This design comes from an exercise in tuning for small area, a short achievable clock period and few clock cycles on the open sky130 flow, not from production work.
RTL that was checked went through simulation tests only; none was proved equivalent to the original.
No functional check of the RTL was part of runs 1 to 4.
No activity file was given, so power comes from the tool's default toggle rates.

## constraint.sdc

```tcl
create_clock -name core_clock -period 5.0 [get_ports {clk}]
set_input_delay 1.0000 -clock core_clock [delete_from_list [all_inputs] [get_ports {clk}]]
set_output_delay 1.0000 -clock core_clock [all_outputs]
set_load 0.01 [all_outputs]
```

## config.mk

```make
export PLATFORM = sky130hd
export DESIGN_NAME = stream_comp_invoke_top_module_FSM_1
export DESIGN_NICKNAME = stream_comp_invoke_top_module_FSM_1
export VERILOG_FILES = /design/flow/design.v
export SDC_FILE = /design/flow/constraint.sdc
export NUM_CORES = 4
export LEC_CHECK = 0
export CAP_MARGIN = 20
export CORE_MARGIN = 2
export CORE_UTILIZATION = 40
export SETUP_SLACK_MARGIN = 2.5
export SLEW_MARGIN = 20
```

## run.sh

```bash
#!/bin/bash
# synth_recipe.tcl (not shown) runs the flow's synth.tcl, then flattens the netlist and writes it again
# the make line also repeats each setting of config.mk as NAME=value (left out here)
make -C /OpenROAD-flow-scripts/flow DESIGN_CONFIG=/design/flow/config.mk WORK_HOME=/design/flow/orfs CLKGATE_MAP_FILE= SYNTH_SCRIPT=/design/flow/synth_recipe.tcl finish
```

## design.v

```verilog
`timescale 1ns/1ps
module stream_comp_invoke_top_module_FSM_1
        #(parameter width = 10)(
        input clk, rst,
        input [width - 1 : 0] data_in_fifo,
        input [width - 1 : 0] length_in_fifo,
        input [width - 1 : 0] command_in_fifo,
        input invoke,
        input [1 : 0] next_mode_in,
        output rd_data_in_fifo,
        output rd_length_in_fifo,
        output rd_command_in_fifo,
        output [width - 1 : 0] length,
        output FC,
        output wr_out_fifo1,
        output [width - 1 : 0] result_out);
    reg [3 : 0] len_q;
    reg k1_q, k0_q;
    wire mm = ~k1_q;                  
    wire mx = k0_q;                   
    wire sm = k1_q & k0_q;            
    reg [3 : 0] cnt;
    wire busy = (cnt != 4'd0);
    wire last = (cnt == 4'd1);
    reg [width - 1 : 0] acc;
    reg valid_q;                      
    wire inv1 = invoke & ~next_mode_in[0] & ~next_mode_in[1];
    wire inv2 = invoke & next_mode_in[0];
    wire inv3 = invoke & next_mode_in[1];
    assign rd_command_in_fifo = inv1;
    assign rd_length_in_fifo = inv1;
    assign rd_data_in_fifo = inv2 | busy;
    assign wr_out_fifo1 = inv3;
    assign FC = (invoke & (~next_mode_in[0] | (len_q == 4'd1))) | last;
    assign result_out = acc & {width{valid_q}};
    assign length = {{(width - 4){1'b0}}, inv1 ? length_in_fifo[3 : 0] : len_q};
    wire cmd_mm = (command_in_fifo[width - 1 : 1] == 0);
    always @(posedge clk)
    begin
        if (inv1)
        begin
            len_q <= length_in_fifo[3 : 0];
            k1_q <= ~cmd_mm;
            k0_q <= cmd_mm ? command_in_fifo[0] : (command_in_fifo == 2);
        end
    end
    always @(posedge clk)
    begin
        if (!rst)
            cnt <= 4'd0;
        else if (inv2 | busy)
            cnt <= (inv2 ? len_q : cnt) - 4'd1;
    end
    function lt;
        input [width - 1 : 0] d, a;
        integer i, j;
        reg term;
        begin
            lt = 1'b0;
            for (i = 0; i < width; i = i + 1)
            begin
                term = ~d[i] & a[i];
                for (j = i + 1; j < width; j = j + 1)
                    term = term & (~d[j] | a[j]);
                lt = lt | term;
            end
        end
    endfunction
    wire take_d = inv2 | (mm & (lt(data_in_fifo, acc) ^ mx));
    always @(posedge clk)
    begin
        if (!rst)
            valid_q <= 1'b0;
        else if (inv2)
            valid_q <= 1'b1;
    end
    always @(posedge clk)
    begin
        if (inv2 | busy)
        begin
            if (take_d)
                acc <= data_in_fifo;
            else if (sm)
                acc <= acc + data_in_fifo;
        end
    end
endmodule
```

==> results of run 1 <==
## metal layers
| metal | vias up | share of wire [%] | routed length, um | GRT usage (%) |
|---|---|---|---|---|
| li1 | 807 | - | - | - |
| met1 | 712 | 46 | 1960 | 21.7 |
| met2 | 38 | 49 | 2100 | 29.5 |
| met3 | 6 | 3.2 | 136 | 2.49 |
| met4 | 0 | 1.1 | 46 | 3.70 |
| met5 | - | 0 | 0 | 0 |
## registers in the layout, summed over array words and instances (netlist names)
signal   count
valid_q      1
acc         10
len_q        4
cnt          4
k0_q         1
k1_q         1
## synth_stat cells (all sizes together), types with 3 or more instances
cell,count
nor2,11
edfxtp,12
nor3,6
dfxtp,9
mux2,6
nor2b,4
nand2b,3
nand3,3
mux2i,11
buf,8
o21bai,4
and2,12
a21oi,7
xnor2,9
nand2,6
inv,28
ha,29
## area by class of cell
class | count | area share, %
multi-input combinational | 148 | 50.2
timing repair buffer | 64 | 22.3
sequential | 21 | 19.3
inverter | 29 | 4.13
tap | 54 | 2.40
clock buffer | 3 | 1.47
clock inverter | 1 | 0.178
## timing repair
item	4_1_cts	5_1_grt
buffers inserted	12	5
endpoints found under the setup margin	40	32
cloned	0	0
pin swaps	14	10
gates resized for setup	102	25
## through the flow
| stage | util (%) | power (mW) | area (sq um) | cells |
|---|---|---|---|---|
| after floorplan | - | 0.905 | 2040 | 208 |
| after global placement | 53.6 | 1.09 | 2500 | 299 |
| after detailed placement | 53.6 | 1.10 | 2500 | 299 |
| after CTS | 58.4 | 1.33 | 2720 | 315 |
| after global routing | 60.4 | 1.48 | 2820 | 320 |
| final | 60.4 | 1.35 | 2820 | 320 |
## worst max-delay path, cell delays in order
cell and delay [ns]:
sky130_fd_sc_hd__buf_12 0.11, sky130_fd_sc_hd__nor3b_4 0.24, sky130_fd_sc_hd__buf_4 0.16, sky130_fd_sc_hd__mux2_4 0.30, sky130_fd_sc_hd__buf_6 0.12
## kinds of logic (layout without fill, tap and decap cells)
logic type      count (synthesis)  after routing  synth area share (%)
flops                          21             21                  28.3
xor+xnor                       10             10                  4.59
simple gates                   56             56                  16.5
buf+inv                        39             97                  9.44
compound gates                 29             29                  11.0
other cells                     1              6                 0.197
fa+ha+maj                      30             30                  20.1
mux                            17             17                  9.90
## worst paths after layout
kind,end,slack (ns),start,cells after the start
max,length[1],2.06,next_mode_in[0],5
min,valid_q$_SDFFE_PN0P_,0.57,valid_q$_SDFFE_PN0P_,1
max reg2reg,acc[9]$_DFFE_PP_,2.34,acc[1]$_DFFE_PP_,8
min reg2reg,valid_q$_SDFFE_PN0P_,0.57,valid_q$_SDFFE_PN0P_,1
## power groups by stage
stage	logic [mW]	clock network [mW]	registers (mW)
floorplan	0.571	0	0.334
global placement	0.740	0	0.353
detailed placement	0.750	0	0.354
CTS	0.863	0.121	0.350
global route	0.986	0.130	0.364
finish	0.888	0.116	0.350
==> reports/qor_table.md, run 1 <==
| Parameter | Value | Unit |
| --- | --- | --- |
| Result of the run | finished clean | - |
| Commonest non-fill, non-tap cells in the layout | sky130_fd_sc_hd__inv_1, sky130_fd_sc_hd__clkdlybuf4s50_1, sky130_fd_sc_hd__ha_1, sky130_fd_sc_hd__buf_6 | - |
| Power per cell area | 481 | mW/mm^2 |
| Type of the tightest min-delay check | reg -> reg | - |
| Maximum number of pins on one net before global-route repair | 13 | - |
| Unrepaired setup endpoints after global routing | true | - |
| Peak VDD IR | 262 | uV |
| Area enclosed by the die boundary | 0.00534 | sq mm |
| Length of the first detailed-routing pass in iterations | 4 | - |
| # hold bufs at CTS | 0 | - |
| Routability cong. | 0.807 | - |
| Number of synthesized register bits | 21 | - |
| Core Box Area | 0.00466 | sq mm |
| Summed instance area of the synthesized netlist | 0.00191 | sq mm |
| Routed wirelength normalized by instance count | 13.2 | um |
| Inserted Diodes | 0 | - |
| Register area share after synthesis | 28.3 | % |
| Vias in the first global route | 1,539 | - |
| Worst path arrival time | 1.94 | ns |
| First-pass GRT wire length | 6990 | um |
| Count of unresolved DRC violations after routing | 0 | - |
| Worst-case clock buffer depth | 2 | - |
| Number of port buffers | 47 | - |
| Num Clock Sinks | 21 | - |
| TritonCTS clock tree | done | - |
| Critical Path Fanout Max | 4 | - |
| Share of Yosys cell area claimed by the top area cell type | 19.0 | % |
| Switching power total | 0.541 | mW |
| Layout cells sized above 1 | 27.4 | % |
| Top cell type by total area after synthesis | sky130_fd_sc_hd__ha_1 | - |
| Multi-input gate area | 0.00141 | sq mm |
| Routed vias | 1,563 | - |
| Power share of the combinational group | 65.6 | % |
| Number of failing setup endpoints in the final timing report | 0 | - |
| Cell at the root of the clock tree | sky130_fd_sc_hd__clkbuf_8 | - |
| Register area | 544 | sq um |
| Final Skew | 0.00505 | ns |
| Number of nets in the final layout | 332 | - |
| Crit path time final | 2.94 | ns |
| Count of fill cells added during filler insertion | 416 | - |
| Cells taking the most area after synthesis | sky130_fd_sc_hd__ha_1, sky130_fd_sc_hd__edfxtp_1, sky130_fd_sc_hd__dfxtp_1 | - |
| Die height | 73.1 | um |
| HPWL after detailed placement | 3240 | um |
| Crit path capture type | primary output | - |
| Violation count after the first detailed-route iteration | 64 | - |
| Maximum level of the CTS H-tree | 1 | - |
| Sequential group share of total power | 25.9 | % |
| Switching Fraction | 39.9 | % |
| Post-synth ARST share | 0 | % |
| Initial core utilization | 40.9 | % |
| Slew Limit Fails | 0 | - |
| Primary FF master, synth | sky130_fd_sc_hd__edfxtp_1 | - |
| Final setup TNS | 0 | ns |
| Number of hold violations in the final report | 0 | - |
| Cell internal pwr | 0.813 | mW |
| Post-route ant nets | 0 | - |
| Initial antenna violation count | 0 | - |
| Hold_ws | 0.575 | ns |
| FP Rows | 25 | - |
| Post-CTS clock slew at the launch and capture registers of the worst setup and hold paths | 0.08 | ns |
| Critical path required time | 4.00 | ns |
| Post-Syn Instances | 203 | - |
| Yosys warns | 1 | - |
| Number of enable flip-flop cells after synthesis | 12 | - |
| Clk Latency, worst-skew pair | 0.26 | ns |
| Worst Setup Slack, final | 2.06 | ns |
| Setup Slack @ Placement | 1.11 | ns |
| Leakage dissipation | 1.26 | nW |
| Kind of launch point of the worst setup path | input pin | - |
| Max Clk Rate | 341 | MHz |
| Combined global-route utilization of all metal layers | 16.8 | % |
| Syn-to-layout area delta | 47.5 | % |
| Clock buffer count from CTS | 3 | - |
| Routed vias/inst | 4.88 | - |
| Period Utilization, post-route | 58.7 | % |
| Io pins | 60 | - |
| Final WL | 4240 | um |
| Die Wd | 73.1 | um |
| Average cell area after synthesis | 9.40 | sq um |
| Grt total ovfl | 0 | - |
| Total of max-cap violations | 0 | - |
| Clock Power Share | 8.6 | % |
| Number of distinct library cells after synthesis | 47 | - |
| Category of the critical setup timing path | in -> out | - |
==> inputs of run 2 (changes only) <==
--- a/design.v
+++ b/design.v
@@ -53,18 +53,5 @@
     end
-    function lt;
-        input [width - 1 : 0] d, a;
-        integer i, j;
-        reg term;
-        begin
-            lt = 1'b0;
-            for (i = 0; i < width; i = i + 1)
-            begin
-                term = ~d[i] & a[i];
-                for (j = i + 1; j < width; j = j + 1)
-                    term = term & (~d[j] | a[j]);
-                lt = lt | term;
-            end
-        end
-    endfunction
-    wire take_d = inv2 | (mm & (lt(data_in_fifo, acc) ^ mx));
+    wire [width - 1 : 0] opb = sm ? acc : ~acc;
+    wire [width : 0] s = {1'b0, data_in_fifo} + {1'b0, opb} + {{width{1'b0}}, ~sm};
+    wire take_d = inv2 | (mm & (s[width] ~^ mx));
     always @(posedge clk)
@@ -83,3 +70,3 @@
             else if (sm)
-                acc <= acc + data_in_fifo;
+                acc <= s[width - 1 : 0];
         end
==> run 2 against run 1 <==
  * Still clean on timing, DRC and antenna
  * Largest power group unchanged
  * Final area fell by 0.89%
  * Clock power barely moved
  * Core utilization increased by 9.4 points
  * Global-route usage increased by 2.3 points
  * Clock skew down 0.0030 ns
  * Critical path depth up 5
==> reports/qor_table.md, run 2 <==
| Parameter | Value | Unit | Delta |
| --- | --- | --- | --- |
| Result of the run | finished clean | - |  |
| Cell depth of the worst hold path | 1 | - | unchanged |
| Cell internal pwr | 0.937 | mW | +15% |
| End of the worst register-to-register path | acc[2]$_DFFE_PP_ | - |  |
| Cells taking the most area after synthesis | sky130_fd_sc_hd__edfxtp_1, sky130_fd_sc_hd__dfxtp_1, sky130_fd_sc_hd__ha_1 | - |  |
| Critical hold path startpoint | len_q[2]$_DFF_P_ | - |  |
| Die height | 68.7 | um | -6.0% |
| Die Wd | 68.7 | um | -6.0% |
| Highest cell delay on the worst timing path | 0.38 | ns | +0.08 ns |
| Primary FF master, synth | sky130_fd_sc_hd__edfxtp_1 | - |  |
| Critical R2R Launch | k0_q$_DFFE_PP_ | - |  |
| Most flops, register | acc | - |  |
| Kind of launch point of the worst setup path | input pin | - |  |
| Summed instance area of the synthesized netlist | 0.00167 | sq mm | -12% |
| Final setup TNS | 0 | ns | unchanged |
| Count of unresolved DRC violations after routing | 0 | - | unchanged |
| Worst Setup Slack, final | 1.96 | ns | -0.108 ns |
| Number of enable flip-flop cells after synthesis | 12 | - | unchanged |
| Number of hold violations in the final report | 0 | - | unchanged |
| Yosys warns | 1 | - | unchanged |
| Post-Syn Instances | 165 | - | -19% |
| Peak VDD IR | 224 | uV | -15% |
| Power share of the combinational group | 69.5 | % | +3.9 points |
| Maximum level of the CTS H-tree | 1 | - | unchanged |
| Clock Power Share | 7.8 | % | -0.8 points |
| Worst path arrival time | 3.07 | ns | +1.13 ns |
| Inserted Diodes | 0 | - | unchanged |
| Post-layout power | 1.50 | mW | +11% |
| Category of the critical setup timing path | in -> reg | - |  |
| Clk Latency, worst-skew pair | 0.26 | ns | about the same |
| Register area share after synthesis | 32.3 | % | +4.0 points |
| Number of distinct library cells after synthesis | 49 | - | +4.3% |
| Syn-to-layout area delta | 66.8 | % |  |
| Number of failing setup endpoints in the final timing report | 0 | - | unchanged |
| Max Clk Rate | 329 | MHz | -3.6% |
| Area enclosed by the die boundary | 0.00472 | sq mm | -12% |
| Routed vias | 1,550 | - | -0.83% |
| Cell at the root of the clock tree | sky130_fd_sc_hd__clkbuf_8 | - |  |
| Post-route ant nets | 0 | - | unchanged |
| Crit path capture type | flop | - |  |
| FP Rows | 23 | - | -8.0% |
| Setup slack of the most critical reg-to-reg path | 1.99 | ns | -0.35 ns |
| Worst r2r path cells | 11 | - | +3 |
| Initial antenna violation count | 0 | - | unchanged |
| Setup Slack @ Placement | 0.949 | ns | -0.159 ns |
| Clock buffer count from CTS | 3 | - | unchanged |
| Routed vias/inst | 5.13 | - | +5.1% |
| Type of the tightest min-delay check | reg -> reg | - |  |
| Io pins | 60 | - | unchanged |
| Switching Fraction | 37.5 | % | -2.4 points |
| Length of the first detailed-routing pass in iterations | 4 | - | unchanged |
| Sequential group share of total power | 22.7 | % | -3.2 points |
| Final WL | 4560 | um | +7.6% |
| Crit path time final | 3.04 | ns | +0.108 ns |
| CP delay by family, top | compound AO/OA/AOI/OAI gates | - |  |
| Placed cell count | 256 | - | -14% |
| Buffers & Inverters on Critical Path | 3 | - | unchanged |
| Cell with the biggest individual delay on the critical path | sky130_fd_sc_hd__a2111o_1 | - |  |
| Chain of cells forming the critical path | dlygate4sd2_1, ha_4, buf_4, nand3_2, a2111o_1, nand2_2, nor4_4, a311oi_4, buf_6, mux2_4 | - |  |
| Layout cells sized above 1 | 41.7 | % | +14 points |
| Final Skew | 0.00208 | ns | -0.00298 ns |
| # hold bufs at CTS | 0 | - | unchanged |
| Number of port buffers | 47 | - | unchanged |
| Critical Path Fanout Max | 8 | - | +4 |
| Leakage dissipation | 1.18 | nW | -6.8% |
| Combined global-route utilization of all metal layers | 19.2 | % | +2.3 points |
| Power per cell area | 538 | mW/mm^2 | +12% |
| First-pass GRT wire length | 6840 | um | -2.1% |
| Routed wirelength normalized by instance count | 15.1 | um | +14% |
| Average cell area after synthesis | 10.1 | sq um | +7.9% |
| Number of synthesized register bits | 21 | - | unchanged |
| Core Box Area | 0.00400 | sq mm | -14% |
| Commonest non-fill, non-tap cells in the layout | sky130_fd_sc_hd__buf_4, sky130_fd_sc_hd__clkdlybuf4s50_1, sky130_fd_sc_hd__buf_6, sky130_fd_sc_hd__and2_1, sky130_fd_sc_hd__edfxtp_1 | - |  |
| Initial core utilization | 41.8 | % | +0.88 points |
| Maximum number of pins on one net before global-route repair | 13 | - | unchanged |
| Total of max-cap violations | 0 | - | unchanged |
| Unrepaired setup endpoints after global routing | true | - |  |
| Num Clock Sinks | 21 | - | unchanged |
| Number of standard cells in the layout, taps in and fillers out | 302 | - | -5.6% |
| HPWL after detailed placement | 2900 | um | -10% |
| Vias in the first global route | 1,611 | - | +4.7% |
| Share of Yosys cell area claimed by the top area cell type | 21.5 | % | +2.5 points |
| Hold Crit Endpoint | len_q[2]$_DFF_P_ | - |  |
| Post-CTS clock slew at the launch and capture registers of the worst setup and hold paths | 0.09 | ns | about the same |
| Routability cong. | 0.836 | - | +3.6% |
| Grt total ovfl | 0 | - | unchanged |
| Switching power total | 0.563 | mW | +4.1% |
| Flip-flop count of the largest register, all copies and words added | 10 | - | unchanged |
| Number of nets in the final layout | 299 | - | -9.9% |
| Slew Limit Fails | 0 | - | unchanged |
| Top cell type by total area after synthesis | sky130_fd_sc_hd__edfxtp_1 | - |  |
| Registers with the most flip-flops | acc: 10 flops, cnt: 4 flops, len_q: 4 flops | - |  |
| TritonCTS clock tree | done | - |  |
| Leading cell types by count after synthesis | sky130_fd_sc_hd__and2_1, sky130_fd_sc_hd__edfxtp_1, sky130_fd_sc_hd__xor2_1 | - |  |
| Most common cell after layout, fill and taps aside | sky130_fd_sc_hd__buf_4 | - |  |
| Post-synth ARST share | 0 | % | unchanged |
| Critical path required time | 5.02 | ns | +1.02 ns |
| Period Utilization, post-route | 60.9 | % | +2.2 points |
| Violation count after the first detailed-route iteration | 45 | - | -30% |
| Worst-case clock buffer depth | 2 | - | unchanged |
| Final core occ | 69.8 | % | +9.4 points |
[run 2: area by class of cell]
type                    instances  area, sq um
multi-input cells             131         1260
fillers                       299         1210
repair buffers                 90          856
flip-flops and latches         21          542
well taps                      50         62.6
clock buffers                   3         41.3
inverters                       6         22.5
clock inverters                 1         5.00
[run 2: worst max path at each step]
stage,startpoint,endpoint,depth (start not counted)
after CTS,data_in_fifo[0],acc[2]$_DFFE_PP_,11
after detailed placement,data_in_fifo[0],acc[2]$_DFFE_PP_,11
after global routing,k0_q$_DFFE_PP_,acc[5]$_DFFE_PP_,11
after floorplan,data_in_fifo[0],acc[2]$_DFFE_PP_,10
after global placement,data_in_fifo[0],acc[8]$_DFFE_PP_,11
final,data_in_fifo[6],acc[2]$_DFFE_PP_,10
[run 2: power groups by stage]
stage / sequential, mW / clock, mW / combinational [mW]
finish: 0.340 / 0.118 / 1.04
global route: 0.349 / 0.127 / 1.13
CTS: 0.337 / 0.122 / 0.960
detailed placement: 0.341 / 0 / 0.765
global placement: 0.335 / 0 / 0.750
floorplan: 0.322 / 0 / 0.602
[run 2: repair_timing]
| action | in CTS | in global routing |
|---|---|---|
| setup endpoints to repair | 39 | 30 |
| gates resized for setup | 96 | 20 |
| setup buffers | 29 | 13 |
| pin swaps | 14 | 16 |
[run 2: layer usage]
metal	wire, um	track usage (%)	share of wire (%)	vias to the layer above
met4	109	9.75	2.4	0
met3	262	3.08	5.7	10
li1	-	-	-	755
met5	0	0	0	-
met1	1670	20.4	37	726
met2	2510	35.9	55	59
[run 2: cells by family (layout without fill, tap and decap cells)]
logic type / after synthesis / in the layout / synth area share, %
AND/OR/NAND/NOR: 49 / 49 / 16.6
AO/OA/AOI/OAI: 29 / 29 / 13.3
flip-flops: 21 / 21 / 32.3
XOR/XNOR: 20 / 20 / 10.5
buffers and inverters: 18 / 100 / 6.21
multiplexers: 16 / 16 / 12.2
adder cells (fa/ha/maj): 11 / 11 / 8.68
other: 1 / 6 / 0.224
[run 2: stage by stage]
step / hold slack (ns) / instance area (sq um)
floorplan: 0.439 / 1750
global placement: 0.503 / 2210
detailed placement: 0.512 / 2210
CTS: 0.587 / 2610
global route: 0.609 / 2790
finish: 0.599 / 2790
==> inputs of run 3 (changes only) <==
==> flow/run.sh (new file) <==
#!/bin/bash
# The standard layout, with plain buf_1 cells as the port buffers (the
# resizer sizes them up where timing needs it).
set -euo pipefail
export BUFFER_PORTS_ARGS="-buffer_cell sky130_fd_sc_hd__buf_1"
bash standard.sh > standard_flow.log 2>&1
==> standard.sh (new file) <==
#!/bin/bash
# synth_recipe.tcl (not shown) runs the flow's synth.tcl, then flattens the netlist and writes it again
# the make line also repeats each setting of config.mk as NAME=value (left out here)
make -C /OpenROAD-flow-scripts/flow DESIGN_CONFIG=/design/flow/config.mk WORK_HOME=/design/flow/orfs CLKGATE_MAP_FILE= SYNTH_SCRIPT=/design/flow/synth_recipe.tcl "${@:-finish}"
removed: run.sh
==> run 3 against run 2 <==
  * Final area is 17% lower
  * Die area unchanged
  * Synthesized area unchanged
  * Highest routed layer unchanged
  * Sequential share of layout area up 4.0 points
  * Count of clock-buffer cells in the layout did not move
  * Critical endpoint is now acc[4]$_DFFE_PP_
==> reports/qor_table.md, run 3 <==
| Parameter | Value | Unit | Delta |
| --- | --- | --- | --- |
| Result of the run | finished clean | - |  |
| Summed instance area of the synthesized netlist | 0.00167 | sq mm | unchanged |
| Worst-case clock buffer depth | 2 | - | unchanged |
| Peak VDD IR | 211 | uV | -5.9% |
| Highest cell delay on the worst timing path | 0.39 | ns | about the same |
| Post-layout power | 1.31 | mW | -13% |
| Io pins | 60 | - | unchanged |
| Cell depth of the worst hold path | 2 | - | +1 |
| Worst r2r path cells | 10 | - | -1 |
| Average cell area after synthesis | 10.1 | sq um | unchanged |
| Top cell type by total area after synthesis | sky130_fd_sc_hd__edfxtp_1 | - |  |
| Primary FF master, synth | sky130_fd_sc_hd__edfxtp_1 | - |  |
| Critical hold path startpoint | len_q[0]$_DFF_P_ | - |  |
| FP Rows | 23 | - | unchanged |
| Compound-gate portion of the synthesized area | 13.3 | % | unchanged |
| Crit path capture type | flop | - |  |
| Combined global-route utilization of all metal layers | 17.7 | % | -1.5 points |
| Buffers & Inverters on Critical Path | 2 | - | -1 |
| Register area share after synthesis | 32.3 | % | unchanged |
| Critical Path Fanout Max | 6 | - | -2 |
| Routed wirelength normalized by instance count | 13.8 | um | -8.9% |
| HPWL after detailed placement | 2750 | um | -5.2% |
| Cell internal pwr | 0.798 | mW | -15% |
| Clock buffer count from CTS | 3 | - | unchanged |
| Maximum number of pins on one net before global-route repair | 13 | - | unchanged |
| Number of enable flip-flop cells after synthesis | 12 | - | unchanged |
| Hold Crit Endpoint | len_q[0]$_DFF_P_ | - |  |
| Kind of launch point of the worst setup path | input pin | - |  |
| Switching Fraction | 38.9 | % | +1.4 points |
| Max Clk Rate | 332 | MHz | +0.89% |
| Layout cells sized above 1 | 32.2 | % | -9.5 points |
| Cell at the root of the clock tree | sky130_fd_sc_hd__clkbuf_8 | - |  |
| Unrepaired setup endpoints after global routing | true | - |  |
| End of the worst register-to-register path | acc[4]$_DFFE_PP_ | - |  |
| Synth Area in XOR/XNOR | 10.5 | % | unchanged |
| Critical R2R Launch | k0_q$_DFFE_PP_ | - |  |
| Cells taking the most area after synthesis | sky130_fd_sc_hd__edfxtp_1, sky130_fd_sc_hd__dfxtp_1, sky130_fd_sc_hd__ha_1 | - |  |
| Fraction of synthesized area in multiplexers | 12.2 | % | unchanged |
| First-pass GRT wire length | 6340 | um | -7.3% |
| Slew Limit Fails | 0 | - | unchanged |
| Final Skew | 0.00239 | ns | +0.000309 ns |
| WL met1 | 1540 | um | -8.2% |
| Post-synth ARST share | 0 | % | unchanged |
| Worst path arrival time | 3.04 | ns | -0.03 ns |
| Top sig layer | met4 | - |  |
| Amount of wire on met3 after detailed routing | 222 | um | -15% |
| Power share of the combinational group | 65.4 | % | -4.1 points |
| TritonCTS clock tree | done | - |  |
| Crit path time final | 3.02 | ns | -0.0268 ns |
| Number of failing setup endpoints in the final timing report | 0 | - | unchanged |
| Grt total ovfl | 0 | - | unchanged |
| Leakage dissipation | 0.967 | nW | -18% |
| Adder-cell share of the synthesized area | 8.68 | % | unchanged |
| Area enclosed by the die boundary | 0.00472 | sq mm | unchanged |
| Chain of cells forming the critical path | buf_1, nand2b_4, nand2_2, fa_2, nand2b_4, a2111o_1, nand2_2, nor4_2, a311oi_4, buf_6, mux2_4 | - |  |
| Syn-to-layout area delta | 37.8 | % |  |
| Core Box Area | 0.00400 | sq mm | unchanged |
| Number of nets in the final layout | 280 | - | -6.4% |
| Total met2 wirelength after detailed routing | 2100 | um | -16% |
| Vias in the first global route | 1,518 | - | -5.8% |
| Post-CTS clock slew at the launch and capture registers of the worst setup and hold paths | 0.08 | ns | about the same |
| Share of Yosys cell area claimed by the top area cell type | 21.5 | % | unchanged |
| Number of hold violations in the final report | 0 | - | unchanged |
| Maximum level of the CTS H-tree | 1 | - | unchanged |
| Sequential group share of total power | 25.7 | % | +3.0 points |
| Period Utilization, post-route | 60.3 | % | -0.54 points |
| Initial antenna violation count | 0 | - | unchanged |
| Number of port buffers | 47 | - | unchanged |
| Initial core utilization | 41.8 | % | unchanged |
| Power per cell area | 567 | mW/mm^2 | +5.4% |
| Routability cong. | 0.867 | - | +3.7% |
| Routed vias | 1,466 | - | -5.4% |
| Die Wd | 68.7 | um | unchanged |
| Count of unresolved DRC violations after routing | 0 | - | unchanged |
| Post-route ant nets | 0 | - | unchanged |
| Switching power total | 0.509 | mW | -9.7% |
| CP delay by family, top | compound AO/OA/AOI/OAI gates | - |  |
| Simple-Gate Fraction of Synth Area | 16.6 | % | unchanged |
| Post-Syn Instances | 165 | - | unchanged |
| Total of max-cap violations | 0 | - | unchanged |
| Commonest non-fill, non-tap cells in the layout | sky130_fd_sc_hd__buf_1, sky130_fd_sc_hd__buf_6, sky130_fd_sc_hd__buf_4, sky130_fd_sc_hd__and2_1, sky130_fd_sc_hd__edfxtp_1 | - |  |
| Most flops, register | acc | - |  |
| Number of synthesized register bits | 21 | - | unchanged |
| Clock Power Share | 8.9 | % | +1.1 points |
| Cell with the biggest individual delay on the critical path | sky130_fd_sc_hd__a2111o_1 | - |  |
| Most common cell after layout, fill and taps aside | sky130_fd_sc_hd__buf_1 | - |  |
| Number of distinct library cells after synthesis | 49 | - | unchanged |
| Final WL | 3890 | um | -15% |
| # hold bufs at CTS | 0 | - | unchanged |
| Num Clock Sinks | 21 | - | unchanged |
| Registers with the most flip-flops | acc: 10 flops, cnt: 4 flops, len_q: 4 flops | - |  |
| Final setup TNS | 0 | ns | unchanged |
| Setup slack of the most critical reg-to-reg path | 2.04 | ns | +0.05 ns |
| Routed vias/inst | 5.18 | - | +0.93% |
| Combinational family with the most area after synthesis | simple AND/OR/NAND/NOR gates | - |  |
| Leading cell types by count after synthesis | sky130_fd_sc_hd__and2_1, sky130_fd_sc_hd__edfxtp_1, sky130_fd_sc_hd__xor2_1 | - |  |
| Hold_ws | 0.531 | ns | -0.0683 ns |
| Violation count after the first detailed-route iteration | 25 | - | -44% |
| Critical path required time | 5.02 | ns | about the same |
| Yosys warns | 1 | - | unchanged |
| Die height | 68.7 | um | unchanged |
| Type of the tightest min-delay check | reg -> reg | - |  |
| Inserted Diodes | 0 | - | unchanged |
| Category of the critical setup timing path | in -> reg | - |  |
| Count of fill cells added during filler insertion | 357 | - | +19% |
| Flip-flop count of the largest register, all copies and words added | 10 | - | unchanged |
| Clk Latency, worst-skew pair | 0.26 | ns | about the same |
| Length of the first detailed-routing pass in iterations | 2 | - | -2 |
[run 3: how the worst max path moves through the flow]
stage               cells past startpoint       startpoint               end  slack, ns
floorplan                              10  data_in_fifo[0]  acc[2]$_DFFE_PP_       1.85
global placement                       11   k0_q$_DFFE_PP_  acc[2]$_DFFE_PP_       1.14
detailed placement                     11   k0_q$_DFFE_PP_  acc[4]$_DFFE_PP_       1.02
CTS                                    11  data_in_fifo[0]  acc[6]$_DFFE_PP_       1.93
global route                           11  data_in_fifo[0]  acc[6]$_DFFE_PP_       1.89
finish                                 11  data_in_fifo[0]  acc[4]$_DFFE_PP_       1.98
[run 3: cells by family (layout without fill, tap and decap cells)]
| logic type | after synthesis | after routing |
|---|---|---|
| xor gates and xnor gates | 20 | 20 |
| DFF | 21 | 21 |
| and+or+nand+nor | 49 | 49 |
| muxes | 16 | 16 |
| AOI/OAI and AO/OA | 29 | 29 |
| other | 1 | 6 |
| buffers and inverters | 18 | 81 |
| adders and majority gates | 11 | 11 |
[run 3: power by group through the flow]
stage,combinational [mW],sequential (mW),clock [mW]
after global routing,0.938,0.347,0.130
after floorplan,0.602,0.322,0
final,0.855,0.335,0.117
after detailed placement,0.722,0.338,0
after CTS,0.821,0.335,0.123
after global placement,0.696,0.334,0
[run 3: timing repair]
action	4_1_cts	5_1_grt
pin swaps	7	6
endpoints found under the setup margin	28	28
setup buffers	18	5
resized for setup	38	7
[run 3: worst min-delay path, cell delays in order, from the launching register on]
cell and delay, ns:
sky130_fd_sc_hd__dfxtp_1 0.32, sky130_fd_sc_hd__inv_1 0.10, sky130_fd_sc_hd__o21ai_2 0.07
[run 3: final cells by class]
class	count	area [sq um]	share of cell area [%]
well taps	50	62.6	2.71
multi-input cells	131	1170	50.8
flip-flops and latches	21	541	23.4
clock inverters	1	5.00	0.217
inverters	6	22.5	0.977
repair buffers	71	462	20.0
clock buffers	3	41.3	1.79
[run 3: stage by stage]
stage               setup slack, ns  cells  instance area, sq um  util, %
finish                         1.98    283                  2310     57.6
global route                   1.89    283                  2310     57.6
CTS                            1.93    278                  2230     55.8
global placement               1.14    256                  1910     47.9
detailed placement             1.02    256                  1910     47.9
floorplan                      1.85    170                  1750        -
[run 3: routing by layer]
layer,up-vias,track usage [%]
li1,722,-
met1,694,19.0
met2,46,34.5
met3,4,3.25
met4,0,5.00
met5,-,0
==> inputs of run 4 (changes only) <==
--- a/config.mk
+++ b/config.mk
@@ -10,3 +10,3 @@
 export CORE_UTILIZATION = 40
-export SETUP_SLACK_MARGIN = 2.5
+export SETUP_SLACK_MARGIN = 2.0
 export SLEW_MARGIN = 20
==> run 4 against run 3 <==
  * Core utilization down 1.8 points
  * Clock power about the same
  * Die area unchanged
  * Largest power group unchanged
  * Highest routed layer unchanged
==> reports/qor_table.md, run 4 <==
| Parameter | Value | Unit | Delta |
| --- | --- | --- | --- |
| Result of the run | finished clean | - |  |
| Combined global-route utilization of all metal layers | 15.4 | % | -2.3 points |
| Final WL | 3670 | um | -5.8% |
| TritonCTS clock tree | done | - |  |
| Post-Syn Instances | 165 | - | unchanged |
| Highest cell delay on the worst timing path | 0.46 | ns | +0.07 ns |
| Core Box Area | 0.00400 | sq mm | unchanged |
| Yosys warns | 1 | - | unchanged |
| Grt total ovfl | 0 | - | unchanged |
| Register area | 541 | sq um | unchanged |
| Summed instance area of the synthesized netlist | 0.00167 | sq mm | unchanged |
| Multi-input gate area | 0.00116 | sq mm | -0.64% |
| Die Wd | 68.7 | um | unchanged |
| Slew Limit Fails | 0 | - | unchanged |
| Register area share after synthesis | 32.3 | % | unchanged |
| Routed vias/inst | 5.08 | - | -1.9% |
| Number of synthesized register bits | 21 | - | unchanged |
| Cell at the root of the clock tree | sky130_fd_sc_hd__clkbuf_8 | - |  |
| Cells taking the most area after synthesis | sky130_fd_sc_hd__edfxtp_1, sky130_fd_sc_hd__dfxtp_1, sky130_fd_sc_hd__ha_1 | - |  |
| Cell with the biggest individual delay on the critical path | sky130_fd_sc_hd__edfxtp_1 | - |  |
| Flip-flop count of the largest register, all copies and words added | 10 | - | unchanged |
| Crit path capture type | flop | - |  |
| Critical path required time | 5.02 | ns | about the same |
| Leading cell types by count after synthesis | sky130_fd_sc_hd__and2_1, sky130_fd_sc_hd__edfxtp_1, sky130_fd_sc_hd__xor2_1 | - |  |
| Total of max-cap violations | 0 | - | unchanged |
| Vias in the first global route | 1,349 | - | -11% |
| Setup Slack @ Placement | 1.33 | ns | +0.318 ns |
| Most common cell after layout, fill and taps aside | sky130_fd_sc_hd__buf_1 | - |  |
| Num Clock Sinks | 21 | - | unchanged |
| Layout cells sized above 1 | 28.0 | % | -4.2 points |
| Primary FF master, synth | sky130_fd_sc_hd__edfxtp_1 | - |  |
| Number of port buffers | 47 | - | unchanged |
| Final setup TNS | 0 | ns | unchanged |
| Number of distinct library cells after synthesis | 49 | - | unchanged |
| Worst path arrival time | 3.07 | ns | +0.03 ns |
| First-pass GRT wire length | 5440 | um | -14% |
| Inserted Diodes | 0 | - | unchanged |
| Number of hold violations in the final report | 0 | - | unchanged |
| Share of Yosys cell area claimed by the top area cell type | 21.5 | % | unchanged |
| Die height | 68.7 | um | unchanged |
| Critical Path Fanout Max | 9 | - | +3 |
| Number of enable flip-flop cells after synthesis | 12 | - | unchanged |
| Area enclosed by the die boundary | 0.00472 | sq mm | unchanged |
| Average cell area after synthesis | 10.1 | sq um | unchanged |
| Peak VDD IR | 233 | uV | +10% |
| Leakage dissipation | 0.901 | nW | -6.7% |
| Syn-to-layout area delta | 33.5 | % |  |
| Type of the tightest min-delay check | reg -> reg | - |  |
| Kind of launch point of the worst setup path | flop | - |  |
| Post-route ant nets | 0 | - | unchanged |
| HPWL after detailed placement | 2580 | um | -6.2% |
| Registers with the most flip-flops | acc: 10 flops, cnt: 4 flops, len_q: 4 flops | - |  |
| Buffers & Inverters on Critical Path | 3 | - | +1 |
| Routed vias | 1,433 | - | -2.3% |
| Maximum number of pins on one net before global-route repair | 14 | - | +1 |
| Count of unresolved DRC violations after routing | 0 | - | unchanged |
| CP delay by family, top | compound AO/OA/AOI/OAI gates | - |  |
| Crit path time final | 3.05 | ns | +0.0357 ns |
| Routed wirelength normalized by instance count | 13.0 | um | -5.5% |
| Maximum level of the CTS H-tree | 1 | - | unchanged |
| Final Skew | 0.00662 | ns | +0.00424 ns |
| Worst-case clock buffer depth | 2 | - | unchanged |
| Io pins | 60 | - | unchanged |
| Clock buffer count from CTS | 3 | - | unchanged |
| Chain of cells forming the critical path | nand2_4, buf_12, xor2_1, ha_2, a21o_1, a221oi_4, nand2_2, buf_4, a311oi_4, buf_6, mux2_4 | - |  |
| Post-CTS clock slew at the launch and capture registers of the worst setup and hold paths | 0.09 | ns | about the same |
| Number of failing setup endpoints in the final timing report | 0 | - | unchanged |
| Routability cong. | 0.817 | - | -5.8% |
| Period Utilization, post-route | 61.0 | % | +0.71 points |
| Worst Setup Slack, final | 1.95 | ns | -0.0357 ns |
| Violation count after the first detailed-route iteration | 59 | - | +140% |
| Number of nets in the final layout | 279 | - | -0.36% |
| Top cell type by total area after synthesis | sky130_fd_sc_hd__edfxtp_1 | - |  |
| Power per cell area | 600 | mW/mm^2 | +5.9% |
| Post-synth ARST share | 0 | % | unchanged |
| Commonest non-fill, non-tap cells in the layout | sky130_fd_sc_hd__buf_1, sky130_fd_sc_hd__buf_4, sky130_fd_sc_hd__and2_1, sky130_fd_sc_hd__edfxtp_1, sky130_fd_sc_hd__xor2_1 | - |  |
| Initial antenna violation count | 0 | - | unchanged |
| Count of fill cells added during filler insertion | 385 | - | +7.8% |
| Clk Latency, worst-skew pair | 0.27 | ns | about the same |
| Category of the critical setup timing path | reg -> reg | - |  |
| Initial core utilization | 41.8 | % | unchanged |
| Final core occ | 55.8 | % | -1.8 points |
| Placed cell count | 257 | - | +0.39% |
| Max Clk Rate | 328 | MHz | -1.2% |
| FP Rows | 23 | - | unchanged |
| Length of the first detailed-routing pass in iterations | 4 | - | +2 |
| Unrepaired setup endpoints after global routing | true | - |  |
| Number of standard cells in the layout, taps in and fillers out | 282 | - | -0.35% |
| Most flops, register | acc | - |  |
==> run 4: cell count changes in the layout (fill, tap and decap cells not counted), sizes merged <==
cell,delta
clkbuf,+2
inv,+1
clkinv,-1
buf,-3
==> run 4: stage by stage <==
| stage | instance area, sq um | power (mW) | hold WS [ns] |
|---|---|---|---|
| 6_report | 2230 | 1.34 | 0.549 |
| 2_1_floorplan | 1730 | 0.920 | 0.439 |
| 5_1_grt | 2230 | 1.44 | 0.590 |
| 3_5_place_dp | 1900 | 1.05 | 0.541 |
| 4_1_cts | 2120 | 1.26 | 0.563 |
| 3_3_place_gp | 1900 | 1.04 | 0.530 |
==> run 4: what timing repair did <==
item | CTS | global route
hold buffers | 0 | 0
endpoints found under the hold margin | 0 | 0
gates resized for setup | 7 | 14
setup buffers | 15 | 6
pin swaps | 5 | 9
setup endpoints to repair | 24 | 24
==> run 4: where the power goes <==
part	internal, mW	leakage (nW)	switching, mW
registers	0.287	0.190	0.0494
clock network	0.0568	0.0260	0.0610
logic	0.483	0.685	0.402
==> run 4: worst paths after layout <==
| check | from | end | slack [ns] | cells past startpoint |
|---|---|---|---|---|
| max reg2reg | k0_q$_DFFE_PP_ | acc[8]$_DFFE_PP_ | 1.95 | 11 |
| max | k0_q$_DFFE_PP_ | acc[8]$_DFFE_PP_ | 1.95 | 11 |
| min reg2reg | len_q[0]$_DFF_P_ | len_q[0]$_DFF_P_ | 0.55 | 2 |
| min | len_q[0]$_DFF_P_ | len_q[0]$_DFF_P_ | 0.55 | 2 |
==> run 4: worst reg2reg max path: stages, from the launching register on <==
cell and delay [ns]:
sky130_fd_sc_hd__edfxtp_1 0.46, sky130_fd_sc_hd__nand2_4 0.13, sky130_fd_sc_hd__buf_12 0.15, sky130_fd_sc_hd__xor2_1 0.17, sky130_fd_sc_hd__ha_2 0.33, sky130_fd_sc_hd__a21o_1 0.21
sky130_fd_sc_hd__a221oi_4 0.31, sky130_fd_sc_hd__nand2_2 0.09, sky130_fd_sc_hd__buf_4 0.14, sky130_fd_sc_hd__a311oi_4 0.33, sky130_fd_sc_hd__buf_6 0.18, sky130_fd_sc_hd__mux2_4 0.30
==> run 4: logic make-up after synthesis <==
kind of cell	after synthesis	synth area share, %
fa+ha+maj	11	8.68
buf+inv	18	6.21
simple gates	49	16.6
other cells	1	0.224
xor+xnor	20	10.5
flops	21	32.3
compound gates	29	13.3
mux	16	12.2
==> run 4: routing by layer <==
metal  up-vias  GRT usage, %  wire [um]
li1        717             -          -
met1       658          16.4       1550
met2        50          28.7       1820
met3         8          3.41        223
met4         0          6.50         74
met5         -             0          0
==> run 4: cell type report <==
class	instances	area share [%]
inverter	6	1.01
clock buffer	3	1.85
multi-input combinational	131	52.2
clock inverter	1	0.280
timing repair buffer	70	17.7
tap	50	2.80
sequential	21	24.2
==> inputs of run 5 (changes only) <==
--- a/design.v
+++ b/design.v
@@ -25,3 +25,2 @@
     reg [width - 1 : 0] acc;
-    reg valid_q;                      
     wire inv1 = invoke & ~next_mode_in[0] & ~next_mode_in[1];
@@ -29,2 +28,3 @@
     wire inv3 = invoke & next_mode_in[1];
+    wire ld1 = invoke & (next_mode_in[0] ~^ next_mode_in[1]);
     assign rd_command_in_fifo = inv1;
@@ -34,3 +34,3 @@
     assign FC = (invoke & (~next_mode_in[0] | (len_q == 4'd1))) | last;
-    assign result_out = acc & {width{valid_q}};
+    assign result_out = acc;
     assign length = {{(width - 4){1'b0}}, inv1 ? length_in_fifo[3 : 0] : len_q};
@@ -39,3 +39,3 @@
     begin
-        if (inv1)
+        if (ld1)
         begin
@@ -59,9 +59,4 @@
         if (!rst)
-            valid_q <= 1'b0;
-        else if (inv2)
-            valid_q <= 1'b1;
-    end
-    always @(posedge clk)
-    begin
-        if (inv2 | busy)
+            acc <= 0;
+        else if (inv2 | busy)
         begin
--- a/config.mk
+++ b/config.mk
@@ -7,2 +7,3 @@
 export LEC_CHECK = 0
+export ABC_AREA = 1
 export CAP_MARGIN = 20
==> run 5 against run 4 <==
  * Sequential cell count is 1 lower
  * First-iteration DRC count up 19%
  * Fmax is 2.8% higher
  * Setup slack better by 0.084 ns
  * Count of clock-buffer cells in the layout rose by 1
  * Clock skew about the same
  * Synthesized area grew 5.8%
  * Wire length rose by 6.7%
==> reports/qor_table.md, run 5 <==
| Parameter | Value | Unit | Delta |
| --- | --- | --- | --- |
| Result of the run | finished clean | - |  |
| Post-synth ARST share | 0 | % | unchanged |
| Worst slew slack as a fraction of its limit | 60.3 | % |  |
| Count of unresolved DRC violations after routing | 0 | - | unchanged |
| Critical path required time | 4.00 | ns | -1.02 ns |
| Final Skew | 0.00653 | ns | -0.0000952 ns |
| Registers with the most flip-flops | acc: 10 flops, cnt: 4 flops, len_q: 4 flops | - |  |
| Flip-flop count of the largest register, all copies and words added | 10 | - | unchanged |
| Count of fill cells added during filler insertion | 478 | - | +24% |
| Max Clk Rate | 337 | MHz | +2.8% |
| Maximum number of pins on one net before global-route repair | 21 | - | +7 |
| Average cell area after synthesis | 6.36 | sq um | -37% |
| HPWL after detailed placement | 2980 | um | +15% |
| Inserted Diodes | 0 | - | unchanged |
| Post-CTS clock slew at the launch and capture registers of the worst setup and hold paths | 0.08 | ns | about the same |
| Hold_ws | 0.544 | ns | -0.00547 ns |
| Syn-to-layout area delta | 15.9 | % |  |
| Routed vias/inst | 4.63 | - | -8.8% |
| Worst-case clock buffer depth | 2 | - | unchanged |
| Violation count after the first detailed-route iteration | 70 | - | +19% |
| Worst path arrival time | 1.97 | ns | -1.10 ns |
| Initial antenna violation count | 0 | - | unchanged |
| Share of Yosys cell area claimed by the top area cell type | 19.3 | % | -2.2 points |
| Category of the critical setup timing path | in -> out | - |  |
| Register area share after synthesis | 26.0 | % | -6.3 points |
| Cells taking the most area after synthesis | sky130_fd_sc_hd__nand2_1, sky130_fd_sc_hd__dfxtp_1, sky130_fd_sc_hd__edfxtp_1 | - |  |
| Primary FF master, synth | sky130_fd_sc_hd__dfxtp_1 | - |  |
| Chain of cells forming the critical path | clkbuf_2, inv_1, nor3_4, buf_4, nand2_1, o21ai_0, buf_1 | - |  |
| Unrepaired setup endpoints after global routing | true | - |  |
| First-pass GRT wire length | 6800 | um | +25% |
| Post-route ant nets | 0 | - | unchanged |
| Number of nets in the final layout | 370 | - | +33% |
| Most used standard cell by instance count after synthesis | sky130_fd_sc_hd__nand2_1 | - |  |
| Die Wd | 70.5 | um | +2.7% |
| Grt total ovfl | 0 | - | unchanged |
| Io pins | 60 | - | unchanged |
| Layout cells sized above 1 | 5.57 | % | -22 points |
| Core Box Area | 0.00429 | sq mm | +7.4% |
| Final WL | 3910 | um | +6.7% |
| Crit path capture type | primary output | - |  |
| Area enclosed by the die boundary | 0.00497 | sq mm | +5.4% |
| Most common cell after layout, fill and taps aside | sky130_fd_sc_hd__nand2_1 | - |  |
| Summed instance area of the synthesized netlist | 0.00177 | sq mm | +5.8% |
| Num Clock Sinks | 20 | - | -4.8% |
| Combined global-route utilization of all metal layers | 16.8 | % | +1.4 points |
| Peak VDD IR | 147 | uV | -37% |
| CP delay by family, top | buffers and inverters | - |  |
| Capture point of the critical path | length[0] | - |  |
| Worst Setup Slack, final | 2.03 | ns | +0.0844 ns |
| Critical R2R Launch | k0_q$_DFFE_PP_ | - |  |
| Clk Latency, worst-skew pair | 0.27 | ns | about the same |
| Total of max-cap violations | 0 | - | unchanged |
| Cell with the biggest individual delay on the critical path | sky130_fd_sc_hd__nor3_4 | - |  |
| Commonest non-fill, non-tap cells in the layout | sky130_fd_sc_hd__nand2_1, sky130_fd_sc_hd__buf_1, sky130_fd_sc_hd__nor2_1, sky130_fd_sc_hd__inv_1, sky130_fd_sc_hd__nand3_1 | - |  |
| Initial core utilization | 41.2 | % | -0.62 points |
| Critical Path Fanout Max | 5 | - | -4 |
| Maximum level of the CTS H-tree | 1 | - | unchanged |
| Routability cong. | 0.804 | - | -1.5% |
| Length of the first detailed-routing pass in iterations | 4 | - | unchanged |
| Period Utilization, post-route | 59.4 | % | -1.7 points |
| Multi-input gate area | 0.00115 | sq mm | -1.4% |
| Cell area after placement | 0.00194 | sq mm | +2.2% |
| FP Rows | 24 | - | +4.3% |
| Crit path time final | 2.97 | ns | -0.0844 ns |
| Number of port buffers | 47 | - | unchanged |
| Slew Limit Fails | 0 | - | unchanged |
| Number of enable flip-flop cells after synthesis | 6 | - | -6 |
| Clock buffer count from CTS | 3 | - | unchanged |
| Type of the tightest min-delay check | reg -> reg | - |  |
| Kind of launch point of the worst setup path | input pin | - |  |
| Number of failing setup endpoints in the final timing report | 0 | - | unchanged |
| Final setup TNS | 0 | ns | unchanged |
| Total non-filler cell area in the finished layout | 0.00205 | sq mm | -8.2% |
| Cell at the root of the clock tree | sky130_fd_sc_hd__clkbuf_8 | - |  |
| Tightest Pin Transition | 0.595 | ns |  |
| Number of synthesized register bits | 20 | - | -4.8% |
| Buffers & Inverters on Critical Path | 4 | - | +1 |
| Leakage dissipation | 1.04 | nW | +16% |
| Start point of the critical path | invoke | - |  |
| Final core occ | 47.8 | % | -8.1 points |
| Post-Syn Instances | 278 | - | +68% |
| Vias in the first global route | 1,595 | - | +18% |
| Number of distinct library cells after synthesis | 30 | - | -39% |
| Yosys warns | 1 | - | unchanged |
| TritonCTS clock tree | done | - |  |
| Leading cell types by count after synthesis | sky130_fd_sc_hd__nand2_1, sky130_fd_sc_hd__nor2_1, sky130_fd_sc_hd__inv_1 | - |  |
| Register area | 460 | sq um | -15% |
| Most flops, register | acc | - |  |
| Number of hold violations in the final report | 0 | - | unchanged |
| Setup slack of the most critical reg-to-reg path | 2.39 | ns | +0.44 ns |
| Die height | 70.5 | um | +2.7% |
| Setup Slack @ Placement | 1.73 | ns | +0.397 ns |
| Routed wirelength normalized by instance count | 10.4 | um | -20% |
| Highest cell delay on the worst timing path | 0.25 | ns | -0.21 ns |
| Routed vias | 1,737 | - | +21% |
| End of the worst register-to-register path | acc[3]$_SDFFE_PN0P_ | - |  |
| Top cell type by total area after synthesis | sky130_fd_sc_hd__nand2_1 | - |  |
| Worst r2r path cells | 14 | - | +3 |
| Power per cell area | 553 | mW/mm^2 | -7.9% |
| CP Depth | 7 | - | -4 |
==> run 5: cell types whose count changed after synthesis, sizes merged, moves of 11 or more <==
cell	previous run	this run
nand2	12	95
nor2	6	40
inv	6	36
nand3	2	19
and2	12	1
mux2	11	0
==> run 5: worst min-delay path by stage <==
stage,startpoint,to,depth (start not counted)
CTS,acc[6]$_SDFFE_PN0P_,acc[6]$_SDFFE_PN0P_,4
floorplan,cnt[2]$_SDFFE_PN0P_,cnt[2]$_SDFFE_PN0P_,3
global placement,acc[2]$_SDFFE_PN0P_,acc[2]$_SDFFE_PN0P_,4
detailed placement,acc[6]$_SDFFE_PN0P_,acc[6]$_SDFFE_PN0P_,4
global route,acc[8]$_SDFFE_PN0P_,acc[8]$_SDFFE_PN0P_,4
finish,acc[6]$_SDFFE_PN0P_,acc[6]$_SDFFE_PN0P_,4
==> run 5: metrics by stage <==
stage               cells  power, mW
floorplan             283      0.863
global placement      370      0.992
detailed placement    370      0.995
CTS                   374       1.13
global route          375       1.28
finish                375       1.13
==> run 5: cells by family (layout without fill, tap and decap cells) <==
family          after synthesis  count (layout)  share of synthesized area [%]
simple gates                164             164                           38.9
buf+inv                      48              88                           12.5
flops                        20              20                           26.0
xor+xnor                     17              17                           8.42
compound gates               16              16                           5.16
fa+ha+maj                    11              11                           8.20
other cells                   1               6                          0.212
mux                           1               1                          0.566
==> run 5: metal layers <==
layer	track usage (%)	wire, um	vias to the layer above
li1	-	-	942
met1	21.8	1830	745
met2	28.6	1810	45
met3	2.89	220	5
met4	4.49	46	0
met5	0	0	-
==> run 5: tightest hold or removal path: cells and delay by family (launching register included) <==
family	cells	cell delay [ns]
buf+inv	1	0.05
simple gates	3	0.12
flops	1	0.34
==> run 5: cell type report <==
| type | count | area share (%) |
|---|---|---|
| Multi-Input combinational cell | 215 | 56.0 |
| Sequential cell | 20 | 22.5 |
| Timing Repair Buffer | 48 | 9.09 |
| Inverter | 36 | 6.59 |
| Tap cell | 52 | 3.17 |
| Clock buffer | 4 | 2.68 |
==> run 5: power by group <==
group	internal (mW)	total (mW)	leakage (nW)	switching [mW]
Clock	0.0703	0.131	0.0288	0.0607
Combinational	0.284	0.741	0.841	0.458
Sequential	0.222	0.261	0.173	0.0390
==> run 5: timing repair <==
item | 4_1_cts | 5_1_grt
hold buffers | 0 | 0
resized for setup | 2 | 7
buffers inserted | 0 | 1
setup endpoints to repair | 7 | 15
pin swaps | 0 | 1
Testbench counts of run 5, summed over its fixed seeds: cycles 17,953.
==> inputs of run 6 (changes only) <==
--- a/config.mk
+++ b/config.mk
@@ -11,3 +11,3 @@
 export CORE_UTILIZATION = 40
-export SETUP_SLACK_MARGIN = 2.0
+export SETUP_SLACK_MARGIN = 2.3
 export SLEW_MARGIN = 20
==> run 6 against run 5 <==
  * Register-to-register slack better by 0.11 ns
  * Final area up 11%
  * Sequential share of layout area down 2.2 points
  * Largest cell class unchanged
  * Synthesized area unchanged
  * Still clean
  * Wire length up 17%
==> reports/qor_table.md, run 6 <==
| Parameter | Value | Unit | Delta |
| --- | --- | --- | --- |
| Inserted Diodes | 0 | - | unchanged |
| Maximum number of pins on one net before global-route repair | 21 | - | unchanged |
| Routability cong. | 0.822 | - | +2.2% |
| Post-layout power | 1.24 | mW | +9.0% |
| Registers with the most flip-flops | acc: 10 flops, cnt: 4 flops, len_q: 4 flops | - |  |
| Compound-gate portion of the synthesized area | 5.16 | % | unchanged |
| Crit path capture type | primary output | - |  |
| Final WL | 4590 | um | +17% |
| Layout cells sized above 1 | 13.8 | % | +8.2 points |
| Category of the critical setup timing path | in -> out | - |  |
| Initial core utilization | 41.2 | % | unchanged |
| Chain of cells forming the critical path | buf_12, nor3_4, buf_6, inv_4, nand2_2, nand2_1, buf_2 | - |  |
| Fraction of synthesized area in multiplexers | 0.566 | % | unchanged |
| Post-synth ARST share | 0 | % | unchanged |
| Syn-to-layout area delta | 28.4 | % |  |
| Initial antenna violation count | 0 | - | unchanged |
| Kind of launch point of the worst setup path | input pin | - |  |
| Worst-case clock buffer depth | 2 | - | unchanged |
| Num Clock Sinks | 20 | - | unchanged |
| Post-CTS clock slew at the launch and capture registers of the worst setup and hold paths | 0.08 | ns | about the same |
| Highest cell delay on the worst timing path | 0.21 | ns | -0.04 ns |
| Io pins | 60 | - | unchanged |
| Routed wirelength normalized by instance count | 11.9 | um | +14% |
| Power per cell area | 544 | mW/mm^2 | -1.5% |
| Cell at the root of the clock tree | sky130_fd_sc_hd__clkbuf_8 | - |  |
| Final setup TNS | 0 | ns | unchanged |
| Number of failing setup endpoints in the final timing report | 0 | - | unchanged |
| Max Clk Rate | 365 | MHz | +8.2% |
| Die height | 70.5 | um | unchanged |
| HPWL after detailed placement | 3110 | um | +4.3% |
| Adder-cell share of the synthesized area | 8.20 | % | unchanged |
| Violation count after the first detailed-route iteration | 108 | - | +54% |
| # hold bufs at CTS | 0 | - | unchanged |
| Number of hold violations in the final report | 0 | - | unchanged |
| Register area share after synthesis | 26.0 | % | unchanged |
| Vias in the first global route | 1,596 | - | +0.063% |
| Worst slew slack as a fraction of its limit | 60.4 | % | about the same |
| Most flops, register | acc | - |  |
| Critical Path Fanout Max | 5 | - | unchanged |
| Clock buffer count from CTS | 3 | - | unchanged |
| Number of distinct library cells after synthesis | 30 | - | unchanged |
| Routed vias/inst | 4.80 | - | +3.6% |
| Unrepaired setup endpoints after global routing | true | - |  |
| Setup slack of the most critical reg-to-reg path | 2.50 | ns | +0.11 ns |
| Primary FF master, synth | sky130_fd_sc_hd__dfxtp_1 | - |  |
| Leading cell types by count after synthesis | sky130_fd_sc_hd__nand2_1, sky130_fd_sc_hd__nor2_1, sky130_fd_sc_hd__inv_1 | - |  |
| Average cell area after synthesis | 6.36 | sq um | unchanged |
| Critical path required time | 4.00 | ns | about the same |
| Area enclosed by the die boundary | 0.00497 | sq mm | unchanged |
| Share of Yosys cell area claimed by the top area cell type | 19.3 | % | unchanged |
| Slew Limit Fails | 0 | - | unchanged |
| Peak VDD IR | 201 | uV | +36% |
| Top cell type by total area after synthesis | sky130_fd_sc_hd__nand2_1 | - |  |
| Flip-flop count of the largest register, all copies and words added | 10 | - | unchanged |
| Core Box Area | 0.00429 | sq mm | unchanged |
| Yosys warns | 1 | - | unchanged |
| Result of the run | finished clean | - |  |
| Setup Slack @ Placement | 1.74 | ns | +0.00774 ns |
| Combined global-route utilization of all metal layers | 16.9 | % | +0.17 points |
| Most used standard cell by instance count after synthesis | sky130_fd_sc_hd__nand2_1 | - |  |
| Total of max-cap violations | 0 | - | unchanged |
| First-pass GRT wire length | 6900 | um | +1.5% |
| FP Rows | 24 | - | unchanged |
| Clk Latency, worst-skew pair | 0.26 | ns | about the same |
| Simple-Gate Fraction of Synth Area | 38.9 | % | unchanged |
| Count of unresolved DRC violations after routing | 0 | - | unchanged |
| Grt total ovfl | 0 | - | unchanged |
| Number of port buffers | 47 | - | unchanged |
| Commonest non-fill, non-tap cells in the layout | sky130_fd_sc_hd__nand2_1, sky130_fd_sc_hd__nor2_1, sky130_fd_sc_hd__buf_1, sky130_fd_sc_hd__inv_1, sky130_fd_sc_hd__nand3_1 | - |  |
| CP delay by family, top | buffers and inverters | - |  |
| Synth Area in XOR/XNOR | 8.42 | % | unchanged |
| Number of nets in the final layout | 380 | - | +2.7% |
| Routed vias | 1,848 | - | +6.4% |
| Tightest Pin Transition | 0.594 | ns | -0.000787 ns |
| Buffers & Inverters on Critical Path | 4 | - | unchanged |
| Cell with the biggest individual delay on the critical path | sky130_fd_sc_hd__nor3_4 | - |  |
| Die Wd | 70.5 | um | unchanged |
| Number of enable flip-flop cells after synthesis | 6 | - | unchanged |
| Worst Setup Slack, final | 2.26 | ns | +0.225 ns |
| Final Skew | 0.00314 | ns | -0.00339 ns |
| Maximum level of the CTS H-tree | 1 | - | unchanged |
| Leakage dissipation | 1.14 | nW | +9.9% |
| TritonCTS clock tree | done | - |  |
| Length of the first detailed-routing pass in iterations | 4 | - | unchanged |
| Worst path arrival time | 1.74 | ns | -0.23 ns |
| Number of synthesized register bits | 20 | - | unchanged |
| Period Utilization, post-route | 54.9 | % | -4.5 points |
| Summed instance area of the synthesized netlist | 0.00177 | sq mm | unchanged |
| Most common cell after layout, fill and taps aside | sky130_fd_sc_hd__nand2_1 | - |  |
| Post-route ant nets | 0 | - | unchanged |
| Cells taking the most area after synthesis | sky130_fd_sc_hd__nand2_1, sky130_fd_sc_hd__dfxtp_1, sky130_fd_sc_hd__edfxtp_1 | - |  |
| Type of the tightest min-delay check | reg -> reg | - |  |
| Post-Syn Instances | 278 | - | unchanged |
| Crit path time final | 2.74 | ns | -0.225 ns |
| Combinational family with the most area after synthesis | simple AND/OR/NAND/NOR gates | - |  |
-- run 6: cell counts after synthesis --
Identical to the previous run, type by type.
-- run 6: final cells by class --
class | instances | area [sq um]
clock buffer | 4 | 45.0
multi-input combinational | 217 | 1240
sequential | 20 | 460
tap | 52 | 65.1
inverter | 36 | 140
timing repair buffer | 56 | 324
fill | 461 | 2020
-- run 6: logic make-up after synthesis --
logic type,after synthesis
AO/OA/AOI/OAI,16
flip-flops,20
other,1
XOR/XNOR,17
multiplexers,1
buffers and inverters,48
adder cells (fa/ha/maj),11
AND/OR/NAND/NOR,164
-- run 6: power by group --
part	switching (mW)	internal (mW)
Combinational	0.519	0.334
Sequential	0.0448	0.222
Clock	0.0591	0.0569
-- run 6: routing by layer --
metal / vias to the layer above / routed length (um) / track usage (%) / share of wire, %
met2: 39 / 2310 / 30.5 / 50
met3: 4 / 155 / 2.45 / 3.4
met1: 841 / 2090 / 21.3 / 46
met5: - / 0 / 0 / 0
li1: 964 / - / - / -
met4: 0 / 38 / 3.85 / 0.83
-- run 6: repair_timing --
action                     CTS  global route
gates resized for setup     24            30
pin swaps                    4             4
gates cloned                 0             2
buffers inserted             5             4
setup endpoints to repair   17            16
-- run 6: path summary, 6_finish.rpt --
path                                          start                   to  cells past startpoint
worst min-delay path            acc[3]$_SDFFE_PN0P_  acc[3]$_SDFFE_PN0P_                      4
worst min register to register  acc[3]$_SDFFE_PN0P_  acc[3]$_SDFFE_PN0P_                      4
worst max register to register       k0_q$_DFFE_PP_  acc[3]$_SDFFE_PN0P_                     13
worst max-delay path                next_mode_in[0]            length[2]                      7
-- run 6: worst min-delay path: stages (launching register included) --
cell and delay, ns:
sky130_fd_sc_hd__dfxtp_1 0.33, sky130_fd_sc_hd__inv_1 0.05, sky130_fd_sc_hd__nand2_1 0.04, sky130_fd_sc_hd__nand2_1 0.05, sky130_fd_sc_hd__nor2_1 0.03
-- run 6: per-stage QoR --
stage	cells	hold WS (ns)	cell area, sq um	utilization (%)
floorplan	283	0.550	1800	-
global placement	370	0.527	1950	45.5
detailed placement	370	0.535	1950	45.5
CTS	379	0.550	2120	49.3
global route	385	0.576	2270	52.9
finish	385	0.544	2270	52.9
==> inputs of run 7 (changes only) <==
--- a/config.mk
+++ b/config.mk
@@ -11,3 +11,3 @@
 export CORE_UTILIZATION = 40
-export SETUP_SLACK_MARGIN = 2.3
+export SETUP_SLACK_MARGIN = 2.6
 export SLEW_MARGIN = 20
==> run 7 against run 6 <==
  * Critical path type unchanged
  * Fmax fell by 0.38%
  * Die area did not move
  * Sequential share of layout area fell by 2.8 points
  * Still clean on timing, DRC and antenna
  * Critical endpoint is now length[3]
  * Register-to-register slack got worse by 0.03 ns
==> reports/qor_table.md, run 7 <==
| Parameter | Value | Unit | Delta |
| --- | --- | --- | --- |
| Result of the run | finished clean | - |  |
| Post-Syn Instances | 278 | - | unchanged |
| Yosys warns | 1 | - | unchanged |
| Number of enable flip-flop cells after synthesis | 6 | - | unchanged |
| Io pins | 60 | - | unchanged |
| Top sig layer | met4 | - |  |
| Combined global-route utilization of all metal layers | 18.2 | % | +1.2 points |
| Power per cell area | 578 | mW/mm^2 | +6.2% |
| Critical hold path startpoint | acc[7]$_SDFFE_PN0P_ | - |  |
| Count of unresolved DRC violations after routing | 0 | - | unchanged |
| TritonCTS clock tree | done | - |  |
| Number of hold violations in the final report | 0 | - | unchanged |
| Total non-filler cell area in the finished layout | 0.00263 | sq mm | +16% |
| Most used standard cell by instance count after synthesis | sky130_fd_sc_hd__nand2_1 | - |  |
| Syn-to-layout area delta | 48.9 | % |  |
| Crit path time final | 2.75 | ns | +0.0105 ns |
| Critical Path Fanout Max | 7 | - | +2 |
| Category of the critical setup timing path | in -> out | - |  |
| Flip-flop count of the largest register, all copies and words added | 10 | - | unchanged |
| Post-route ant nets | 0 | - | unchanged |
| Grt total ovfl | 0 | - | unchanged |
| Unrepaired setup endpoints after global routing | true | - |  |
| Share of Yosys cell area claimed by the top area cell type | 19.3 | % | unchanged |
| Num Clock Sinks | 20 | - | unchanged |
| Die Wd | 70.5 | um | unchanged |
| Cell at the root of the clock tree | sky130_fd_sc_hd__clkbuf_8 | - |  |
| Tightest Pin Transition | 0.625 | ns | +0.0309 ns |
| Crit path capture type | primary output | - |  |
| Clk Latency, worst-skew pair | 0.27 | ns | about the same |
| Area enclosed by the die boundary | 0.00497 | sq mm | unchanged |
| Leakage dissipation | 1.29 | nW | +13% |
| Critical path required time | 4.00 | ns | about the same |
| Initial core utilization | 41.2 | % | unchanged |
| Layout cells sized above 1 | 28.9 | % | +15 points |
| Clock buffer count from CTS | 3 | - | unchanged |
| Type of the tightest min-delay check | reg -> reg | - |  |
| Kind of launch point of the worst setup path | input pin | - |  |
| Period Utilization, post-route | 55.1 | % | +0.21 points |
| Routed vias/inst | 4.85 | - | +1.0% |
| FP Rows | 24 | - | unchanged |
| HPWL after detailed placement | 3070 | um | -1.5% |
| Post-CTS clock slew at the launch and capture registers of the worst setup and hold paths | 0.09 | ns | about the same |
| Worst path arrival time | 1.75 | ns | about the same |
| Post-synth ARST share | 0 | % | unchanged |
| Critical R2R Launch | k0_q$_DFFE_PP_ | - |  |
| Registers with the most flip-flops | acc: 10 flops, cnt: 4 flops, len_q: 4 flops | - |  |
| Worst r2r path cells | 14 | - | +1 |
| Routed wirelength normalized by instance count | 12.6 | um | +5.2% |
| Total met2 wirelength after detailed routing | 2710 | um | +17% |
run 7: cell counts after synthesis:
No cell type changed its count.
run 7: logic make-up (layout without fill, tap and decap cells):
| family | after synthesis | in the layout | share of synthesized area (%) |
|---|---|---|---|
| xor gates and xnor gates | 17 | 17 | 8.42 |
| adders and majority gates | 11 | 11 | 8.20 |
| muxes | 1 | 1 | 0.566 |
| buffers and inverters | 48 | 114 | 12.5 |
| DFF | 20 | 20 | 26.0 |
| and+or+nand+nor | 164 | 168 | 38.9 |
| other | 1 | 6 | 0.212 |
| AOI/OAI and AO/OA | 16 | 16 | 5.16 |
run 7: layout make-up:
| type | instances | area, sq um |
|---|---|---|
| Sequential cell | 20 | 460 |
| Timing Repair Buffer | 74 | 507 |
| Clock inverter | 1 | 30.0 |
| Inverter | 36 | 150 |
| Multi-Input combinational cell | 219 | 1380 |
| Clock buffer | 3 | 41.3 |
| Tap cell | 52 | 65.1 |
| Fill cell | 400 | 1660 |
run 7: worst max path at each step:
stage / start / endpoint / depth (start not counted)
after floorplan: next_mode_in[1] / length[1] / 4
after global placement: data_in_fifo[0] / acc[0]$_SDFFE_PN0P_ / 16
after detailed placement: data_in_fifo[0] / acc[6]$_SDFFE_PN0P_ / 16
after CTS: invoke / length[3] / 6
after global routing: next_mode_in[0] / length[3] / 5
final: next_mode_in[0] / length[3] / 5
run 7: metrics by stage:
stage / utilization [%] / total power [mW] / hold WS [ns] / cells / setup WS, ns
final: 61.3 / 1.52 / 0.553 / 405 / 2.25
after floorplan: - / 0.880 / 0.550 / 283 / 2.43
after global placement: 46.4 / 1.01 / 0.530 / 370 / 1.77
after CTS: 52.0 / 1.22 / 0.550 / 382 / 2.25
after detailed placement: 46.4 / 1.01 / 0.532 / 370 / 1.73
after global routing: 61.3 / 1.66 / 0.594 / 405 / 2.18
run 7: timing repair:
action                     in CTS  in global routing
resized for setup              36                 55
gates cloned                    0                  4
pin swaps                       4                 26
setup buffers                   8                 19
setup endpoints to repair      19                 19
run 7: worst max-delay path: stages:
cell and delay (ns):
sky130_fd_sc_hd__buf_12 0.10, sky130_fd_sc_hd__nor3_4 0.29, sky130_fd_sc_hd__buf_4 0.18, sky130_fd_sc_hd__o21ai_2 0.04, sky130_fd_sc_hd__buf_2 0.13
run 7: routing by layer:
| layer | up-vias | global-route usage [%] |
|---|---|---|
| met5 | - | 0 |
| met4 | 0 | 6.62 |
| met3 | 4 | 3.46 |
| met2 | 52 | 33.3 |
| met1 | 901 | 20.7 |
| li1 | 1007 | - |
run 7: report_power, final:
| group | internal (mW) | switching, mW | total, mW |
|---|---|---|---|
| logic | 0.469 | 0.615 | 1.08 |
| clock network | 0.107 | 0.0621 | 0.169 |
| registers | 0.222 | 0.0467 | 0.269 |

-- port drivers added, routing unchanged --
The flow's constraints put no driver on any port. The routed layouts listed below were extracted and timed again, unchanged, in two steps. Step 1: set_driving_cell puts a clkbuf_16 on clk and a buf_2 on each other input, an assumption about the parent block. Step 2 times the ports against the registers' clock, not the clock port: input delays grow and output delays shrink by t, the midpoint of the rising clock arrivals with the driver on. Three values: ideal ports, drivers, drivers and shift; two values: the first two.
run | t (ns) | slack for setup (ns)
run 1 | 0.286 | 2.065 / 2.015 / 1.779
run 2 | 0.289 | 1.957 / 1.953 / 1.664
run 3 | 0.288 | 1.984 / 1.984 / 1.696
run 4 | 0.287 | 1.948 / 1.948 / 1.665
run 5 | 0.293 | 2.032 / 2.006 / 1.921
run 6 | 0.288 | 2.257 / 2.210 / 2.139
run 7 | 0.293 | 2.247 / 2.197 / 2.173
After both steps setup and hold are still met in every run listed.
